This is an optimization exercise on Yosys and OpenROAD, whose aim is small area, not a production implementation. Only simulation tests tie the RTL to the original design; equivalence was not proved. The clock port is modelled as an ideal driver; clocking choices that lean on that would not hold on a real chip. Power is estimated from default activity; no workload was simulated.

==> flow/design.v (excerpt) <==
module top(input clk,
           input ps2_clk,
           input ps2_data,
           input internal_reset_lcd,
           output rs,
           output e,
           output [7:0] d
           );
wire [7:0] scan;
wire [8:0] ch;
wire data_ready;
wire busy;
keyboard kb(.clk(clk), .reset(internal_reset_lcd), .ps2_data(ps2_data), .ps2_clk(ps2_clk), .data_o(scan));
ps2_to_ascii p2a(.ps2_code(scan), .lcd_dbOut(ch[7:0]), .rsOut(ch[8]));
controller ctl(.clk(clk), .lcd_busy(busy), .internal_reset(internal_reset_lcd), .d_i(scan), .data_ready(data_ready));
lcd l(.clock(clk), .internal_reset(internal_reset_lcd), .d_in(ch), .data_ready(data_ready),
      .rs(rs), .e(e), .d(d), .busy_flag(busy));
endmodule
For scale: roughly 390 cells after synthesis.
export LEC_CHECK = 0
export CAP_MARGIN = 20
export CORE_MARGIN = 2
export CORE_UTILIZATION = 40
export SLEW_MARGIN = 20
create_clock -name core_clock -period 100.0 [get_ports {clk}]
standard.sh (not shown) runs the stock make flow with config.mk's settings and CLKGATE_MAP_FILE= SYNTH_SCRIPT=/design/flow/synth_recipe.tcl, a recipe that flattens the netlist after the stock synthesis.
==> flow/flow/run.sh <==
#!/bin/bash
# Own layout flow: the standard synthesis, then its combinational logic
# re-mapped with a stronger ABC script (flip-flops kept as they are), then
# the standard ORFS steps from floorplan to finish.
set -euo pipefail
W=$(pwd)
R=$W/orfs/results/$FLOW_PLATFORM/top/base
LIB=$FLOW_HOME/platforms/$FLOW_PLATFORM/lib/sky130_fd_sc_hd__tt_025C_1v80.lib
YOSYS=yosys
[[ -x $FLOW_HOME/../tools/install/yosys/bin/yosys ]] && YOSYS=$FLOW_HOME/../tools/install/yosys/bin/yosys

bash standard.sh synth > 1_standard_synth.log 2>&1
cp $R/1_2_yosys.v $W/std_synth.v

REOPT_LIB=$LIB REOPT_DONT_USE="$(cat $W/flow/dont_use.txt)" REOPT_SCRIPT=$W/flow/deep.abc \
REOPT_IN=$W/std_synth.v REOPT_OUT=$W/reopt.v \
  $YOSYS -c $W/flow/reopt.tcl > 1_reopt.log 2>&1

# prove the re-mapped netlist equals the standard one (same flip-flops)
python3 $W/flow/cutff.py $W/std_synth.v $W/std_cut.v
python3 $W/flow/cutff.py $W/reopt.v $W/reopt_cut.v
REQ_GOLD=$W/std_cut.v REQ_GATE=$W/reopt_cut.v REQ_LIB=$LIB \
  $YOSYS -c $W/flow/equiv.tcl > 1_equiv.log 2>&1

cp $W/reopt.v $R/1_2_yosys.v
rm -f $R/1_synth.odb $R/1_synth.sdc
bash standard.sh ${FLOW_MAKE_VARS:-} finish > 2_standard_finish.log 2>&1
==> flow/flow/deep.abc <==
strash
&get -n
&deepsyn -T 20
&put
dch -f
amap
topo
Other scripts of this flow, unchanged in this note and not shown: flow/flow/cutff.py, flow/flow/dont_use.txt, flow/flow/equiv.tcl, flow/flow/reopt.tcl
Edit:
--- a/flow/flow/run.sh
+++ b/flow/flow/run.sh
@@ -26,2 +26,7 @@
 rm -f $R/1_synth.odb $R/1_synth.sdc
-bash standard.sh ${FLOW_MAKE_VARS:-} finish > 2_standard_finish.log 2>&1
+# smaller clock tree (no dummy loads, fewer and smaller buffers) and the
+# smallest buffer on each port
+bash standard.sh \
+  "CTS_ARGS=-sink_clustering_enable -repair_clock_nets -dont_use_dummy_load $(cat $W/flow/cts_args.txt)" \
+  "BUFFER_PORTS_ARGS=-buffer_cell sky130_fd_sc_hd__buf_1" \
+  finish > 2_standard_finish.log 2>&1
==> flow/flow/cts_args.txt (new file) <==
-buf_list sky130_fd_sc_hd__clkbuf_4 -sink_clustering_size 30 -sink_clustering_max_diameter 100
==> flow/flow/deep.abc (replaced) <==
strash
&get -n
&deepsyn -T 60
&put
dch -f
amap
topo
After rerunning: Power came out lower by 17%. Utilization shrinks by 3.1 points. Final cell count came out lower by 2.9%.
Edit:
--- a/flow/flow/run.sh
+++ b/flow/flow/run.sh
@@ -26,7 +26,12 @@
 rm -f $R/1_synth.odb $R/1_synth.sdc
-# smaller clock tree (no dummy loads, fewer and smaller buffers) and the
-# smallest buffer on each port
-bash standard.sh \
-  "CTS_ARGS=-sink_clustering_enable -repair_clock_nets -dont_use_dummy_load $(cat $W/flow/cts_args.txt)" \
-  "BUFFER_PORTS_ARGS=-buffer_cell sky130_fd_sc_hd__buf_1" \
-  finish > 2_standard_finish.log 2>&1
+# smaller clock tree (no dummy loads, small buffers) and the smallest
+# buffer on each port
+VARS=("CTS_ARGS=-sink_clustering_enable -repair_clock_nets -dont_use_dummy_load $(cat $W/flow/cts_args.txt)"
+      "BUFFER_PORTS_ARGS=-buffer_cell sky130_fd_sc_hd__buf_1")
+bash standard.sh "${VARS[@]}" cts > 2_standard_to_cts.log 2>&1
+
+# clock buffers with many flip-flops get a larger size (clock-pin slew)
+LIB_FILE=$LIB CLKFIX_DB=$R/4_cts.odb CLKFIX_MIN_FANOUT=10 \
+  openroad -no_init -exit $W/flow/clkfix.tcl > 3_clkfix.log 2>&1
+
+bash standard.sh "${VARS[@]}" finish > 4_standard_finish.log 2>&1
==> flow/flow/clkfix.tcl (new file) <==
# After CTS: clock buffers that drive many flip-flops get the next larger
# size, so that every flip-flop clock pin keeps a small slew; then legalize.
read_liberty $::env(LIB_FILE)
read_db $::env(CLKFIX_DB)
set n 0
foreach inst [[ord::get_db_block] getInsts] {
  set m [[$inst getMaster] getName]
  if {![string match sky130_fd_sc_hd__clkbuf_4 $m]} { continue }
  set fo 0
  foreach it [$inst getITerms] {
    if {[$it isOutputSignal]} {
      set net [$it getNet]
      if {$net ne "NULL"} { set fo [expr {[llength [$net getITerms]] - 1}] }
    }
  }
  if {$fo >= $::env(CLKFIX_MIN_FANOUT)} {
    replace_cell [$inst getName] sky130_fd_sc_hd__clkbuf_8
    incr n
  }
}
puts "clkfix: upsized $n clock buffers"
detailed_placement
check_placement
write_db $::env(CLKFIX_DB)
==> flow/flow/cts_args.txt (replaced) <==
-buf_list sky130_fd_sc_hd__clkbuf_4
==> flow/flow/deep.abc (replaced) <==
strash
&get -n
&deepsyn -T 240
&put
dch -f
amap
topo
What happened:
- total power went up by 4.9%
- cell area went down by 0.60%
- hold slack barely changes
- utilization went up by 1.4 points
- combinational power went up by about 8%

==> static timing again, ports no longer ideal <==
The flow's constraints put no driver on any port. The routed layouts listed below were extracted and timed again, unchanged, in two steps. Step 1 assumes that a clkbuf_16 drives the clock port and a buf_2 every other input. Step 2 times the ports against the registers' clock, not the clock port: input delays grow and output delays shrink by t, the midpoint of the rising clock arrivals with the driver on. Slacks: ideal ports / drivers / drivers and shift; pairs: ideal ports / drivers.
| run | t, ns | setup slack, ns | worst setup path at the end | worst data-port slew with drivers (ns) |
|---|---|---|---|---|
| the first run | 0.368 | 77.016 / 76.986 / 77.354 | register to output | 0.03 |
| the second run | 0.427 | 77.837 / 77.809 / 78.236 | register to output | 0.03 |
| the third run | 0.431 | 77.797 / 77.767 / 77.997 | input to register | 0.03 |
After both steps setup and hold are still met in every run listed.
